Context: an optimization exercise on an open-source flow, tuned for small area. The choices shown serve that exercise and are no tape-out recipe.
The RTL was checked by simulation tests, not by an equivalence proof against the original design.
Power and IR drop assume default switching activity.

$ cat flow/run.sh
#!/bin/bash
# Standard ORFS layout, with the port buffers inserted as the smallest buffer cell.
# Each tool's full log is kept by ORFS under orfs/logs/; make's own output goes to flow_make.log.
set -euo pipefail
bash standard.sh BUFFER_PORTS_ARGS="-buffer_cell sky130_fd_sc_hd__buf_1" finish > flow_make.log 2>&1
$ cat standard.sh
#!/bin/bash
# synth_recipe.tcl (not shown) runs the flow's synth.tcl, then flattens the netlist and writes it again
# the make line also repeats each setting of config.mk as NAME=value (left out here)
make -C /OpenROAD-flow-scripts/flow DESIGN_CONFIG=/design/flow/config.mk WORK_HOME=/design/flow/orfs CLKGATE_MAP_FILE= SYNTH_SCRIPT=/design/flow/synth_recipe.tcl "${@:-finish}"
$ cat config.mk
export PLATFORM = sky130hd
export DESIGN_NAME = gaussian_noise
export DESIGN_NICKNAME = gaussian_noise
export VERILOG_FILES = /design/flow/design.v
export SDC_FILE = /design/flow/constraint.sdc
export NUM_CORES = 4
export LEC_CHECK = 0
export CAP_MARGIN = 20
export CORE_MARGIN = 2
export CORE_UTILIZATION = 40
export CTS_BUF_LIST = sky130_fd_sc_hd__clkbuf_16
export CTS_CLUSTER_DIAMETER = 100
export CTS_CLUSTER_SIZE = 30
export SLEW_MARGIN = 20
$ cat constraint.sdc
create_clock -name core_clock -period 15.0 [get_ports {clk}]
set_input_delay 3.0000 -clock core_clock [delete_from_list [all_inputs] [get_ports {clk}]]
set_output_delay 3.0000 -clock core_clock [all_outputs]
set_load 0.01 [all_outputs]
$ cat design.v
module gaussian_noise (Y, select, clk, Y_hat, noise_debug, reset, state);
input [31:0] Y;
input [2:0] select;
input reset;
input clk;
output [31:0] Y_hat, noise_debug;
output [2:0] state;
reg [31:0] ch;   
reg [31:0] n0;   
reg [31:0] n1;   
reg [31:0] n2;   
reg [31:0] n3;   
reg [31:0] n4;   
reg [31:0] n5;   
wire chfb = ch[31] ^ ch[21] ^ ch[1] ^ ch[0];
wire [6:0] cw = {ch[5:0], chfb};   
wire h00 = cw[6] ^ cw[4] ^ cw[3] ^ cw[2];
wire h01 = cw[5] ^ cw[2];
wire h02 = cw[6] ^ cw[5] ^ cw[3] ^ cw[2];
wire h03 = cw[5] ^ cw[3] ^ cw[2] ^ cw[1] ^ cw[0];
wire h04 = cw[6] ^ cw[4] ^ cw[1];
wire [2:0] c0 = {2'b0,h00} + {2'b0,h01} + {2'b0,h02} + {2'b0,h03} + {2'b0,h04};   
wire h10 = cw[6] ^ cw[3] ^ cw[2];
wire h11 = cw[5] ^ cw[4] ^ cw[3];
wire h12 = cw[6] ^ cw[5] ^ cw[3] ^ cw[2];
wire h13 = cw[6] ^ cw[5] ^ cw[4] ^ cw[1];
wire h14 = cw[6] ^ cw[1];
wire [2:0] c1 = {2'b0,h10} + {2'b0,h11} + {2'b0,h12} + {2'b0,h13} + {2'b0,h14};   
wire b0 = ^(ch & 32'h3c333334);   
wire [2:0] w0 = b0 ? 3'd6 - c0 : c0;   
wire [31:0] u0;   
wire [31:3] k0;   
assign u0[0] = w0[0];
assign u0[1] = n0[0] ^ w0[1];
assign u0[2] = n0[1] ^ w0[2] ^ (n0[0] & w0[1]);
assign k0[3] = (n0[1] & w0[2]) | ((n0[1] ^ w0[2]) & n0[0] & w0[1]);
genvar i0;
generate for (i0 = 3; i0 < 32; i0 = i0 + 1) begin : inc0
  assign u0[i0] = n0[i0-1] ^ k0[i0];
  if (i0 < 31) begin : cy
    assign k0[i0+1] = n0[i0-1] & k0[i0];
  end
end endgenerate
wire b1 = ^(ch & 32'h3f722374);   
wire [2:0] w1 = b1 ? 3'd6 - c0 : c0;   
wire [31:0] u1;   
wire [31:3] k1;   
assign u1[0] = w1[0];
assign u1[1] = n1[0] ^ w1[1];
assign u1[2] = n1[1] ^ w1[2] ^ (n1[0] & w1[1]);
assign k1[3] = (n1[1] & w1[2]) | ((n1[1] ^ w1[2]) & n1[0] & w1[1]);
genvar i1;
generate for (i1 = 3; i1 < 32; i1 = i1 + 1) begin : inc1
  assign u1[i1] = n1[i1-1] ^ k1[i1];
  if (i1 < 31) begin : cy
    assign k1[i1+1] = n1[i1-1] & k1[i1];
  end
end endgenerate
wire b2 = ^(ch & 32'h17780b74);   
wire [2:0] w2 = b2 ? 3'd6 - c0 : c0;   
wire [31:0] u2;   
wire [31:3] k2;   
assign u2[0] = w2[0];
assign u2[1] = n2[0] ^ w2[1];
assign u2[2] = n2[1] ^ w2[2] ^ (n2[0] & w2[1]);
assign k2[3] = (n2[1] & w2[2]) | ((n2[1] ^ w2[2]) & n2[0] & w2[1]);
genvar i2;
generate for (i2 = 3; i2 < 32; i2 = i2 + 1) begin : inc2
  assign u2[i2] = n2[i2-1] ^ k2[i2];
  if (i2 < 31) begin : cy
    assign k2[i2+1] = n2[i2-1] & k2[i2];
  end
end endgenerate
wire b3 = ^(ch & 32'h15b8bb78);   
wire [2:0] w3 = b3 ? 3'd6 - c1 : c1;   
wire [31:0] u3;   
wire [31:3] k3;   
assign u3[0] = w3[0];
assign u3[1] = n3[0] ^ w3[1];
assign u3[2] = n3[1] ^ w3[2] ^ (n3[0] & w3[1]);
assign k3[3] = (n3[1] & w3[2]) | ((n3[1] ^ w3[2]) & n3[0] & w3[1]);
genvar i3;
generate for (i3 = 3; i3 < 32; i3 = i3 + 1) begin : inc3
  assign u3[i3] = n3[i3-1] ^ k3[i3];
  if (i3 < 31) begin : cy
    assign k3[i3+1] = n3[i3-1] & k3[i3];
  end
end endgenerate
wire b4 = ^(ch & 32'h11b97b78);   
wire [2:0] w4 = b4 ? 3'd6 - c1 : c1;   
wire [31:0] u4;   
wire [31:3] k4;   
assign u4[0] = w4[0];
assign u4[1] = n4[0] ^ w4[1];
assign u4[2] = n4[1] ^ w4[2] ^ (n4[0] & w4[1]);
assign k4[3] = (n4[1] & w4[2]) | ((n4[1] ^ w4[2]) & n4[0] & w4[1]);
genvar i4;
generate for (i4 = 3; i4 < 32; i4 = i4 + 1) begin : inc4
  assign u4[i4] = n4[i4-1] ^ k4[i4];
  if (i4 < 31) begin : cy
    assign k4[i4+1] = n4[i4-1] & k4[i4];
  end
end endgenerate
wire b5 = ^(ch & 32'h11894178);   
wire [2:0] w5 = b5 ? 3'd6 - c1 : c1;   
wire [31:0] u5;   
wire [31:3] k5;   
assign u5[0] = w5[0];
assign u5[1] = n5[0] ^ w5[1];
assign u5[2] = n5[1] ^ w5[2] ^ (n5[0] & w5[1]);
assign k5[3] = (n5[1] & w5[2]) | ((n5[1] ^ w5[2]) & n5[0] & w5[1]);
genvar i5;
generate for (i5 = 3; i5 < 32; i5 = i5 + 1) begin : inc5
  assign u5[i5] = n5[i5-1] ^ k5[i5];
  if (i5 < 31) begin : cy
    assign k5[i5+1] = n5[i5-1] & k5[i5];
  end
end endgenerate
always @(posedge clk or posedge reset) begin
  if (reset) begin
    ch <= 32'h0000006d;
    n0 <= 32'h5a5a5ade;
    n1 <= 32'h5f9e7ade;
    n2 <= 32'h419e5cde;
    n3 <= 32'h419c7c9c;
    n4 <= 32'h3d1c4c9c;
    n5 <= 32'h670a4c9c;
  end else begin
    ch <= {ch[30:0], chfb};
    n0 <= u0;
    n1 <= u1;
    n2 <= u2;
    n3 <= u3;
    n4 <= u4;
    n5 <= u5;
  end
end
wire [5:0] sel1h = {select == 3'd5, select == 3'd4, select == 3'd3, select == 3'd2, select == 3'd1, select == 3'd0};
wire [31:0] ng = ({32{sel1h[0]}} & n0) | ({32{sel1h[1]}} & n1) | ({32{sel1h[2]}} & n2) | ({32{sel1h[3]}} & n3) | ({32{sel1h[4]}} & n4) | ({32{sel1h[5]}} & n5);
wire [31:0] ns = select[2] ? (select[0] ? ng : ng >> 2) : (select[1] ? (select[0] ? ng >> 4 : ng >> 6) : (select[0] ? ng >> 8 : ng >> 10));
wire [31:0] yh_p = Y ^ ns;
wire [31:0] yh_g = Y & ns;
wire yh_G1 = yh_g[0] | (yh_p[0] & 1'b0);
wire yh_P1 = yh_p[0] & 1'b0;
wire yh_G2 = yh_g[2] | (yh_p[2] & yh_g[1]);
wire yh_P2 = yh_p[2] & yh_p[1];
wire yh_G3 = yh_g[4] | (yh_p[4] & yh_g[3]);
wire yh_P3 = yh_p[4] & yh_p[3];
wire yh_G4 = yh_g[6] | (yh_p[6] & yh_g[5]);
wire yh_P4 = yh_p[6] & yh_p[5];
wire yh_G5 = yh_g[8] | (yh_p[8] & yh_g[7]);
wire yh_P5 = yh_p[8] & yh_p[7];
wire yh_G6 = yh_g[10] | (yh_p[10] & yh_g[9]);
wire yh_P6 = yh_p[10] & yh_p[9];
wire yh_G7 = yh_g[12] | (yh_p[12] & yh_g[11]);
wire yh_P7 = yh_p[12] & yh_p[11];
wire yh_G8 = yh_g[14] | (yh_p[14] & yh_g[13]);
wire yh_P8 = yh_p[14] & yh_p[13];
wire yh_G9 = yh_g[16] | (yh_p[16] & yh_g[15]);
wire yh_P9 = yh_p[16] & yh_p[15];
wire yh_G10 = yh_g[18] | (yh_p[18] & yh_g[17]);
wire yh_P10 = yh_p[18] & yh_p[17];
wire yh_G11 = yh_g[20] | (yh_p[20] & yh_g[19]);
wire yh_P11 = yh_p[20] & yh_p[19];
wire yh_G12 = yh_g[22] | (yh_p[22] & yh_g[21]);
wire yh_P12 = yh_p[22] & yh_p[21];
wire yh_G13 = yh_g[24] | (yh_p[24] & yh_g[23]);
wire yh_P13 = yh_p[24] & yh_p[23];
wire yh_G14 = yh_g[26] | (yh_p[26] & yh_g[25]);
wire yh_P14 = yh_p[26] & yh_p[25];
wire yh_G15 = yh_g[28] | (yh_p[28] & yh_g[27]);
wire yh_P15 = yh_p[28] & yh_p[27];
wire yh_G16 = yh_g[30] | (yh_p[30] & yh_g[29]);
wire yh_P16 = yh_p[30] & yh_p[29];
wire yh_G17 = yh_G2 | (yh_P2 & yh_G1);
wire yh_P17 = yh_P2 & yh_P1;
wire yh_G18 = yh_G4 | (yh_P4 & yh_G3);
wire yh_P18 = yh_P4 & yh_P3;
wire yh_G19 = yh_G6 | (yh_P6 & yh_G5);
wire yh_P19 = yh_P6 & yh_P5;
wire yh_G20 = yh_G8 | (yh_P8 & yh_G7);
wire yh_P20 = yh_P8 & yh_P7;
wire yh_G21 = yh_G10 | (yh_P10 & yh_G9);
wire yh_P21 = yh_P10 & yh_P9;
wire yh_G22 = yh_G12 | (yh_P12 & yh_G11);
wire yh_P22 = yh_P12 & yh_P11;
wire yh_G23 = yh_G14 | (yh_P14 & yh_G13);
wire yh_P23 = yh_P14 & yh_P13;
wire yh_G24 = yh_G16 | (yh_P16 & yh_G15);
wire yh_P24 = yh_P16 & yh_P15;
wire yh_G25 = yh_G18 | (yh_P18 & yh_G17);
wire yh_P25 = yh_P18 & yh_P17;
wire yh_G26 = yh_G20 | (yh_P20 & yh_G19);
wire yh_P26 = yh_P20 & yh_P19;
wire yh_G27 = yh_G22 | (yh_P22 & yh_G21);
wire yh_P27 = yh_P22 & yh_P21;
wire yh_G28 = yh_G24 | (yh_P24 & yh_G23);
wire yh_P28 = yh_P24 & yh_P23;
wire yh_G29 = yh_G26 | (yh_P26 & yh_G25);
wire yh_P29 = yh_P26 & yh_P25;
wire yh_G30 = yh_G28 | (yh_P28 & yh_G27);
wire yh_P30 = yh_P28 & yh_P27;
wire yh_G31 = yh_G30 | (yh_P30 & yh_G29);
wire yh_P31 = yh_P30 & yh_P29;
wire yh_G32 = yh_G27 | (yh_P27 & yh_G29);
wire yh_P32 = yh_P27 & yh_P29;
wire yh_G33 = yh_G19 | (yh_P19 & yh_G25);
wire yh_P33 = yh_P19 & yh_P25;
wire yh_G34 = yh_G21 | (yh_P21 & yh_G29);
wire yh_P34 = yh_P21 & yh_P29;
wire yh_G35 = yh_G23 | (yh_P23 & yh_G32);
wire yh_P35 = yh_P23 & yh_P32;
wire yh_G36 = yh_G3 | (yh_P3 & yh_G17);
wire yh_P36 = yh_P3 & yh_P17;
wire yh_G37 = yh_G5 | (yh_P5 & yh_G25);
wire yh_P37 = yh_P5 & yh_P25;
wire yh_G38 = yh_G7 | (yh_P7 & yh_G33);
wire yh_P38 = yh_P7 & yh_P33;
wire yh_G39 = yh_G9 | (yh_P9 & yh_G29);
wire yh_P39 = yh_P9 & yh_P29;
wire yh_G40 = yh_G11 | (yh_P11 & yh_G34);
wire yh_P40 = yh_P11 & yh_P34;
wire yh_G41 = yh_G13 | (yh_P13 & yh_G32);
wire yh_P41 = yh_P13 & yh_P32;
wire yh_G42 = yh_G15 | (yh_P15 & yh_G35);
wire yh_P42 = yh_P15 & yh_P35;
wire yh_G43 = yh_g[1] | (yh_p[1] & yh_G1);
wire yh_P43 = yh_p[1] & yh_P1;
wire yh_G44 = yh_g[3] | (yh_p[3] & yh_G17);
wire yh_P44 = yh_p[3] & yh_P17;
wire yh_G45 = yh_g[5] | (yh_p[5] & yh_G36);
wire yh_P45 = yh_p[5] & yh_P36;
wire yh_G46 = yh_g[7] | (yh_p[7] & yh_G25);
wire yh_P46 = yh_p[7] & yh_P25;
wire yh_G47 = yh_g[9] | (yh_p[9] & yh_G37);
wire yh_P47 = yh_p[9] & yh_P37;
wire yh_G48 = yh_g[11] | (yh_p[11] & yh_G33);
wire yh_P48 = yh_p[11] & yh_P33;
wire yh_G49 = yh_g[13] | (yh_p[13] & yh_G38);
wire yh_P49 = yh_p[13] & yh_P38;
wire yh_G50 = yh_g[15] | (yh_p[15] & yh_G29);
wire yh_P50 = yh_p[15] & yh_P29;
wire yh_G51 = yh_g[17] | (yh_p[17] & yh_G39);
wire yh_P51 = yh_p[17] & yh_P39;
wire yh_G52 = yh_g[19] | (yh_p[19] & yh_G34);
wire yh_P52 = yh_p[19] & yh_P34;
wire yh_G53 = yh_g[21] | (yh_p[21] & yh_G40);
wire yh_P53 = yh_p[21] & yh_P40;
wire yh_G54 = yh_g[23] | (yh_p[23] & yh_G32);
wire yh_P54 = yh_p[23] & yh_P32;
wire yh_G55 = yh_g[25] | (yh_p[25] & yh_G41);
wire yh_P55 = yh_p[25] & yh_P41;
wire yh_G56 = yh_g[27] | (yh_p[27] & yh_G35);
wire yh_P56 = yh_p[27] & yh_P35;
wire yh_G57 = yh_g[29] | (yh_p[29] & yh_G42);
wire yh_P57 = yh_p[29] & yh_P42;
wire yh_G58 = yh_g[31] | (yh_p[31] & yh_G31);
wire yh_P58 = yh_p[31] & yh_P31;
wire [31:0] yh = yh_p ^ {yh_G31, yh_G57, yh_G42, yh_G56, yh_G35, yh_G55, yh_G41, yh_G54, yh_G32, yh_G53, yh_G40, yh_G52, yh_G34, yh_G51, yh_G39, yh_G50, yh_G29, yh_G49, yh_G38, yh_G48, yh_G33, yh_G47, yh_G37, yh_G46, yh_G25, yh_G45, yh_G36, yh_G44, yh_G17, yh_G43, yh_G1, 1'b0};
assign Y_hat = yh;
assign noise_debug = ng;
assign state = select;
endmodule
==> notes.md, run 1 <==
Global route:
- The first global-routing pass estimated about 46000 microns of wire.
- The number of global-route vias before repair is between 8000 and 9000.
- The global-route total usage across every layer is 0.177.
- The number of antenna violations at the first check in global routing came to 0.
- The pin count of the biggest net entering global routing is 99.
- The total overflow left after global routing is 0.

Drt:
- The number of DRC violations after detailed-routing iteration 0 is 370.
- Summed over all layers, the routed wires come to 28800 microns.
- The total DRC errors in the routed layout is 0.
- Summing over every cut layer, the via total after detailed routing is 8012.
- The average vias per placed instance is around 5.2.
- After detailed routing, the average wire length per cell comes to around 19 microns.
- The count of nets left with antenna violations once routing finished came out at 0.
- The length of the first detailed-routing pass in iterations is 5.

Final layout:
- Leaving out fill and tap cells, the most frequent cells in the layout are ha_1, dfrtp_1, dfstp_2.
- After routing the design area is ~14000 sq um.
- Summing all flip-flop and latch instances after layout gives ~5600 sq um.
- The share of final-layout standard cells stronger than drive strength 1 is 0.163.
- The count of inserted antenna diode cells is 0.
- The final core area utilization is 0.442.
- The area taken by multi-input logic gates is approximately 6600 sq um.
- Compared with the post-synthesis result, the final layout area differs by 8.99%.
- The layout has 2966 filler cells.
- The most frequent standard cell in the layout excluding fill and tap cells is ha_1.
- At the end of the flow, the number of nets in the layout was approximately 1400.

Power and ir drop:
- IR analysis of the VDD net gives a maximum drop of 0.0000879 V.
- Of the total power, registers draw 0.540.
- The post-layout total power is around 1.1 mW.
- The net load switching power is ~300 uW.
- The clock network power share is 0.343.
- Power spread over the standard cell area amounts to ~79 nW/um^2.
- Cell internal power was estimated by the tool at between 800 and 900 uW.
- Of the total power, the share spent switching nets is 0.269.
- The share of total power dissipated in combinational logic is 0.117.
- The leakage component of the power is slightly above 7 nW.

Timing:
- The clock arrives with 0.0305 ns of skew.
- The post-layout minimum cycle time is ~13 ns.
- Setup violations remaining at the end of the flow were counted as 0.
- The hold violation count in the final report is 0.
- Setup repair after global routing left no endpoint under its margin.
- The max-slew violation count is 0.
- Of the available clock period, the critical path in the final layout requires 0.845.
- The fmax is approximately 0.08 GHz.
- The worst relative slew slack is 0.237.
- The slew of the pin with the lowest slew margin is 1.14 ns.
- The worst hold slack across all endpoints is around 0.36 ns.
- For the final routed database, the setup TNS stands at 0 ns.

CTS:
- CTS built an H-tree with a depth of 1.
- The register clock-pin slew on the reported worst setup and hold paths is 0.11 ns.
- In this run, CTS created clock tree buffers numbering 12.
- Post-CTS timing repair inserted 0 buffers for setup.
- The quantity of gates resized following cts is 0.
- The clock root buffer master is clkbuf_16.
- The quantity of hold-fixing buffers added after cts is 0.
- The clock tree from TritonCTS is yes.
- Counting along the longest clock path gives a buffer depth of 3.
- At the later pin of the worst-skew pair, clock insertion delay measures 0.49 ns.
- The clock drives 220 sinks.

Logic synthesis:
- Counting flops and latches in the post-synthesis netlist gives 220.
- The count of yosys warnings during synthesis is 1.
- The number of instances in the synthesized netlist is ~1000.
- In this run the cell area of the synthesized design comes to around 13000 sq um.
- The number of enable flip-flop cells after synthesis is 0.
- Of the synthesized area, sequential elements account for 0.442.
- The count of unique library cells instantiated by Yosys is 53.
- For this run, the leading register cell type out of synthesis is dfrtp_1.
- The fraction of registers with async set or reset after synthesis is 1.00.
- Each instance of the synthesized netlist takes up on average around 12 sq um.
- The net count of the mapped netlist is about 1300.

Flow run:
- The tool flagged a number of max-cap violations equal to 0.

Setup path:
- The worst register-to-register path has a setup slack of around 6 ns.
- STA classifies the critical path endpoint as a primary output.
- The critical path contains buffers and inverters numbering 3 combined.
- Along the worst path, the maximum fanout reaches 29.
- For this run, the slowest stage of the critical path takes around 1.1 ns.
- The kind of cell adding the most delay to the critical path is compound AO/OA/AOI/OAI gates.
- The type of the worst setup path is in2out.
- At the worst endpoint, the arrival time is 9.68 ns.
- In this design, the critical path's most frequently occurring cell is o21ai_0.
- The data required time at the worst endpoint is approximately 12 ns.
- The type of element launching the critical path is an input pin.
- The slowest cell on the critical path is nor2_1.
- The critical path goes through clkbuf_4 > clkinv_1 > nor2_1 > a21oi_1 > o21ai_0 > o21ai_0 > mux2_2 > o21ai_0 > ha_1 > a21o_1 > a21o_1 > o311ai_0 > a21oi_1 > o41a_1 > fa_1 > xor2_1 > buf_1.

Floorplanning:
- In this run the vertical extent of the chip is 183 microns.
- For this configuration, the core starts out at a cell density of 0.406.
- The die boundary width is 183 microns.
- The core outline area is around 31000 sq um.
- The die footprint is 33400 sq um.
- between 100 and 150 I/O pins were placed.
- The count of standard-cell rows is between 60 and 70.

Placement:
- Detailed placement finished with a half-perimeter wire length of 22200 microns.
- The quantity of I/O buffers inserted on ports is approximately 100.
- Routability-driven placement finished with a final weighted congestion of 0.866.
- In this run the cell area measured after placement is approximately 14000 sq um.

Worst hold path:
- The type of the tightest min-delay check is reg2reg.

Run status:
- The flow ran to the end and the layout has no timing, DRC or antenna violations.
registers in the layout (all words and copies together) (netlist names):
register and flops:
n3 32, n1 31, n2 32, n5 31, ch 32, n0 31
n4 31
routing by layer:
| layer | wire length, microns | global-route usage |
|---|---|---|
| met5 | 0 | 0 |
| met4 | 784 | 0.0471 |
| met3 | 1280 | 0.0301 |
| met2 | 15000 | 0.329 |
| met1 | 11800 | 0.212 |
cell usage after synthesis (all sizes together), types with 2 or more instances:
cell type | instances | area share
a22o | 4 | 0.0027
mux2 | 26 | 0.024
xnor2 | 53 | 0.040
o221ai | 2 | 0.0014
a31o | 6 | 0.0041
o21ai | 30 | 0.012
o311ai | 2 | 0.0014
a21oi | 45 | 0.018
mux4 | 17 | 0.030
a21o | 11 | 0.0065
dfstp | 106 | 0.22
nor2 | 78 | 0.023
o22ai | 20 | 0.0098
o21bai | 4 | 0.0024
nor2b | 4 | 0.0020
dfrtp | 114 | 0.22
buf | 26 | 0.013
xor2 | 30 | 0.021
mux2i | 51 | 0.040
inv | 70 | 0.021
a31oi | 3 | 0.0015
nor3 | 6 | 0.0024
fa | 21 | 0.033
clkbuf | 13 | 0.0038
and2 | 5 | 0.0025
ha | 213 | 0.21
or3 | 2 | 0.00098
nand2b | 2 | 0.00098
nand3 | 6 | 0.0024
a22oi | 12 | 0.0071
nand2 | 31 | 0.0091
o21a | 5 | 0.0029
a211oi | 7 | 0.0041
nand4 | 3 | 0.0015
stage by stage:
step           cells  setup slack [ns]
6_report        1534              2.32
3_5_place_dp    1514              2.34
3_3_place_gp    1514              2.33
5_1_grt         1534              1.88
4_1_cts         1534              2.32
2_1_floorplan   1040              5.01
layout make-up:
type / instances / share of cell area
sequential: 220 / 0.405
tap: 402 / 0.0362
multi-input combinational: 710 / 0.478
clock buffer: 13 / 0.0234
inverter: 71 / 0.0197
clock inverter: 7 / 0.00522
timing repair buffer: 111 / 0.0327
logic make-up (layout without fill, tap and decap cells):
group	after synthesis	in the layout	synth area share
AOI/OAI and AO/OA	158	158	0.0781
muxes	94	94	0.0935
buffers and inverters	110	202	0.0378
xor gates and xnor gates	83	83	0.0602
DFF	220	220	0.442
adders and majority gates	234	234	0.242
and+or+nand+nor	141	141	0.0469
worst paths after layout:
path                                  end       from  depth (start not counted)
worst max-delay path            Y_hat[30]  select[0]                         17
worst min-delay path               ch[11]     ch[10]                          0
worst max register to register     n3[31]      ch[5]                         40
worst min register to register     ch[11]     ch[10]                          0
max in group asynchronous          n4[13]      reset                          3
min in group asynchronous           n1[8]      reset                          2
power by group through the flow:
| stage | Clock [mW] | Sequential, mW | Combinational [mW] |
|---|---|---|---|
| floorplan | 0 | 0.605 | 0.0897 |
| global placement | 0 | 0.605 | 0.130 |
| detailed placement | 0 | 0.605 | 0.131 |
| CTS | 0.390 | 0.595 | 0.132 |
| global route | 0.410 | 0.595 | 0.146 |
| finish | 0.377 | 0.595 | 0.129 |
==> inputs of run 2 (changes only) <==
--- a/config.mk
+++ b/config.mk
@@ -9,6 +9,6 @@
 export CORE_MARGIN = 2
 export CORE_UTILIZATION = 40
-export CTS_BUF_LIST = sky130_fd_sc_hd__clkbuf_16
-export CTS_CLUSTER_DIAMETER = 100
-export CTS_CLUSTER_SIZE = 30
+export CTS_BUF_LIST = sky130_fd_sc_hd__clkbuf_8
+export CTS_CLUSTER_DIAMETER = 60
+export CTS_CLUSTER_SIZE = 16
 export SLEW_MARGIN = 20
==> run 2 against run 1 <==
Register-to-register slack about the same. Largest cell class unchanged. Largest power group unchanged. Non-clock buffer count unchanged. Highest routed layer unchanged. Setup slack better by 0.013 ns. First-iteration DRC count fell by 14%. Clock power increased by 3%. Critical endpoint unchanged.
==> notes.md, run 2 <==
Run status:
- The flow ran to the end and the layout has no timing, DRC or antenna violations.

Final layout:
- The total of fill cells in the finished design came to 2968 (+0.067%).
- The footprint of the flip-flops and latches is 5640 sq um (unchanged).
- Leaving out fill and tap cells, the most frequent cell in the layout is ha_1.
- The count of inserted antenna diode cells is 0 (unchanged).
- The area taken by multi-input logic gates is 6640 sq um (unchanged).
- The share of final-layout standard cells stronger than drive strength 1 is 0.175 (+0.0115).
- The number of non-filler instances in the completed layout is 1551 (+1.1%).
- In the layout the commonest cells are ha_1, dfrtp_1, dfstp_2.
- The largest registers in the layout are ch (32), n2 (32), n3 (32).
- The area growth from synthesis to layout is 9.35%.
- The area of all placed cells without fillers is 14000 sq um (+0.33%).
- The number of nets in the layout is 1406 (+0.64%).

Global route:
- The number of antenna violations at the first check in global routing came to 0 (unchanged).
- The pin count of the biggest net entering global routing came to 99 (unchanged).
- The global-route wire length before repair is 46400 microns (+0.72%).
- The global-route congestion overflow total came to 0 (unchanged).
- The number of global-route vias before repair is 8662 (+1.1%).
- The global-route total usage across every layer is 0.179 (+0.00106).

Setup path:
- The type of the worst setup path is in2out.
- The biggest fanout along the worst timing path is 29 (unchanged).
- The critical register-to-register path endpoint is n4[31].
- The setup slack of the most critical reg-to-reg path is 5.94 ns (about the same).
- The most critical setup path has its startpoint at select[0].
- The capturing instance or port of the critical path is Y_hat[30].
- The path depth of the worst reg2reg path was 40 (unchanged).
- The endpoint kind of the worst setup timing path is a primary output.
- The data arrival time at the worst-slack endpoint is 9.67 ns (about the same).
- The data required time at the worst endpoint is 12.00 ns (about the same).
- The startpoint of the worst register-to-register path is ch[5].
- The type of element launching the critical path is an input pin.

CTS:
- The quantity of gates resized following cts is 0 (unchanged).
- Clock tree synthesis selected as its root buffer the cell clkbuf_8.
- The register clock-pin slew on the reported worst setup and hold paths is 0.10 ns (about the same).
- The buffers inserted during post-CTS setup optimization is 0 (unchanged).
- The depth of the CTS H-tree is 1 (unchanged).
- The clock tree from TritonCTS is yes.
- The number of CTS-inserted buffers was 21 (+9).
- The deepest clock path buffer count was 3 (unchanged).
- The quantity of hold-fixing buffers added after cts is 0 (unchanged).
- The number of sinks driven by the clock tree is 220 (unchanged).
- The insertion delay of the later-clocked pin in the worst-skew pair is 0.54 ns (+0.05 ns).

Logic synthesis:
- The number of enable flip-flop cells after synthesis is 0 (unchanged).
- By area, the combinational part of the netlist is dominated by adder cells.
- The basic-gate share of the synthesized area counting and, or, nand and nor cells is 0.0469 (unchanged).
- ha_1 is the most common cell in the netlist.
- The biggest area consumer among synthesized cells is dfrtp_1.
- The portion of netlist area occupied by mux cells was 0.0935 (unchanged).
- The complex-gate fraction of the synthesized area is 0.0781 (unchanged).
- The mean post-synth cell area is 12.3 sq um (unchanged).
- The net count of the mapped netlist is 1311 (unchanged).
- The count of unique library cells instantiated by Yosys was 53 (unchanged).
- By count the netlist is led by ha_1, dfrtp_1, dfstp_2, nor2_1, inv_1.
- The most used flip-flop cell after synthesis is dfrtp_1.
- The arithmetic-cell share of the synthesized area counting full adders, half adders and majority gates is 0.242 (unchanged).
- The number of instances in the synthesized netlist is 1040 (unchanged).
- The share of Yosys cell area claimed by the top area cell type was 0.224 (unchanged).
- In the post-synthesis netlist, the biggest area contributors are dfrtp_1, dfstp_2, ha_1.
- The fraction of registers with async set or reset after synthesis is 1.00 (unchanged).
- The netlist area before placement is 12800 sq um (unchanged).
- The number of synthesized register bits was 220 (unchanged).
- The sequential cell area fraction in the yosys report is 0.442 (unchanged).
- The area share of xor/xnor cells in the synthesized design was 0.0602 (unchanged).
- The count of yosys warnings during synthesis is 1 (unchanged).

Floorplanning:
- The count of standard-cell rows came to 65 (unchanged).
- The initial cell density of the core came to 0.406 (unchanged).
- The core outline area is 31500 sq um (unchanged).
- The height of the die came to 183 microns (unchanged).
- The die footprint is 33400 sq um (unchanged).
- The die boundary width is 183 microns (unchanged).
- The total I/O pin count is 104 (unchanged).

Flow run:
- The number of violations of the max-capacitance limit is 0 (unchanged).

Drt:
- The average vias per placed instance came to 5.16 (-1.3%).
- The number of DRC violations after detailed-routing iteration 0 is 320 (-14%).
- The total DRC errors in the routed layout is 0 (unchanged).
- The remaining antenna violation count is 0 (unchanged).
- The length of the first detailed-routing pass in iterations is 5 (unchanged).
- The detail-routed net length per standard cell is 18.6 microns (-0.87%).
- The detailed-route via count came to 7999 (-0.16%).
- The total wire length is 28900 microns (+0.23%).

Timing:
- The max-slew violation count is 0 (unchanged).
- The post-layout minimum cycle time came to 12.67 ns (-0.0126 ns).
- The clock skew after layout is 0.0278 ns (-0.00262 ns).
- The hold violation count in the final report is 0 (unchanged).
- The final number of setup-violating endpoints was 0 (unchanged).
- The final setup TNS is 0 ns (unchanged).
- The worst relative slew slack is 0.238 (+0.000517).
- Setup repair after global routing left no endpoint under its margin.
- The slew of the pin with the lowest slew margin is 1.14 ns (-0.000773 ns).
- The fmax was 0.0790 GHz (about the same).
- The worst hold slack across all endpoints is 0.357 ns (-0.00347 ns).
- The part of the cycle the worst path needs is 0.844 (about the same).

Power and ir drop:
- The leakage component of the power was 7.31 nW (+0.43%).
- The power density relative to cell area is 79.8 nW/um^2 (+0.79%).
- The maximum resistive drop on vdd is 0.0000621 V (-29%).

Placement:
- The number of placed instances, taps included is 1514 (unchanged).
- The HPWL after detailed placement is 22200 microns (unchanged).
- The routability-driven placement congestion ratio is 0.866 (unchanged).
- The post-detailed-placement cell area is 13500 sq um (unchanged).
- The quantity of I/O buffers inserted on ports is 103 (unchanged).

Worst hold path:
- The worst hold path belongs to the class reg2reg.
run 2: per-stage QoR:
stage	utilization	setup slack, ns	power, mW
2_1_floorplan	-	5.01	0.694
3_3_place_gp	0.429	2.33	0.735
3_5_place_dp	0.429	2.34	0.736
4_1_cts	0.443	2.32	1.13
5_1_grt	0.443	1.88	1.17
6_report	0.443	2.33	1.11
run 2: worst min-delay path by stage:
stage	start	endpoint	slack [ns]	cells past startpoint
6_report	ch[10]	ch[11]	0.36	0
5_1_grt	ch[18]	ch[19]	0.37	0
4_1_cts	ch[10]	ch[11]	0.36	0
3_5_place_dp	ch[30]	ch[31]	0.34	0
3_3_place_gp	ch[7]	ch[8]	0.33	0
2_1_floorplan	ch[10]	ch[11]	0.33	0
run 2: worst max-delay path: stages:
cell	delay [ns]
clkbuf_4	0.38
clkinv_1	0.78
nor2_1	1.04
a21oi_1	0.19
o21ai_0	0.70
o21ai_0	0.38
mux2_2	0.35
o21ai_0	0.20
ha_1	0.32
a21o_1	0.21
a21o_1	0.16
o311ai_0	0.51
a21oi_1	0.18
o41a_1	0.48
fa_1	0.43
xor2_1	0.15
buf_1	0.16
run 2: area by class of cell:
cell class / instances / area share
clock buffers: 23 / 0.0227
clock inverters: 14 / 0.00914
inverters: 71 / 0.0196
multi-input cells: 710 / 0.476
flip-flops and latches: 220 / 0.404
well taps: 402 / 0.0360
repair buffers: 111 / 0.0326
run 2: cell families (layout without fill, tap and decap cells):
| family | after synthesis | after routing |
|---|---|---|
| buffers and inverters | 110 | 219 |
| DFF | 220 | 220 |
| muxes | 94 | 94 |
| xor gates and xnor gates | 83 | 83 |
| AOI/OAI and AO/OA | 158 | 158 |
| adders and majority gates | 234 | 234 |
| and+or+nand+nor | 141 | 141 |
run 2: routing by layer:
layer  GRT usage  part of all wire  up-vias
met5           0                 0        -
met4      0.0529             0.029        0
met3      0.0317             0.040       50
met2       0.325              0.52      150
met1       0.215              0.41     3952
li1            -                 -     3847
run 2: power breakdown:
group	internal [mW]	switching [mW]	total, mW
clock network	0.167	0.223	0.390
registers	0.594	0	0.594
logic	0.0432	0.0860	0.129

## port drivers added, routing unchanged
In the flow no input, the clock included, has a driving cell. The finished layouts below were timed again as built, in two steps. Step 1, drivers: a clkbuf_16 drives clk and a buf_2 each remaining input, both assumed. Step 2 also shifts input and output timing later by t, the mid clock arrival at the registers, as if the neighbouring blocks saw the same clock. Slacks: ideal / step 1 / step 2; pairs: ideal / step 1.
run | t, ns | setup WS [ns] | worst register clock-pin slew, ns
run 1 | 0.528 | 2.322 / 2.296 / 2.296 | 0.12 / 0.12
run 2 | 0.574 | 2.334 / 2.308 / 2.308 | 0.11 / 0.11
After both steps setup and hold are still met in every run listed.
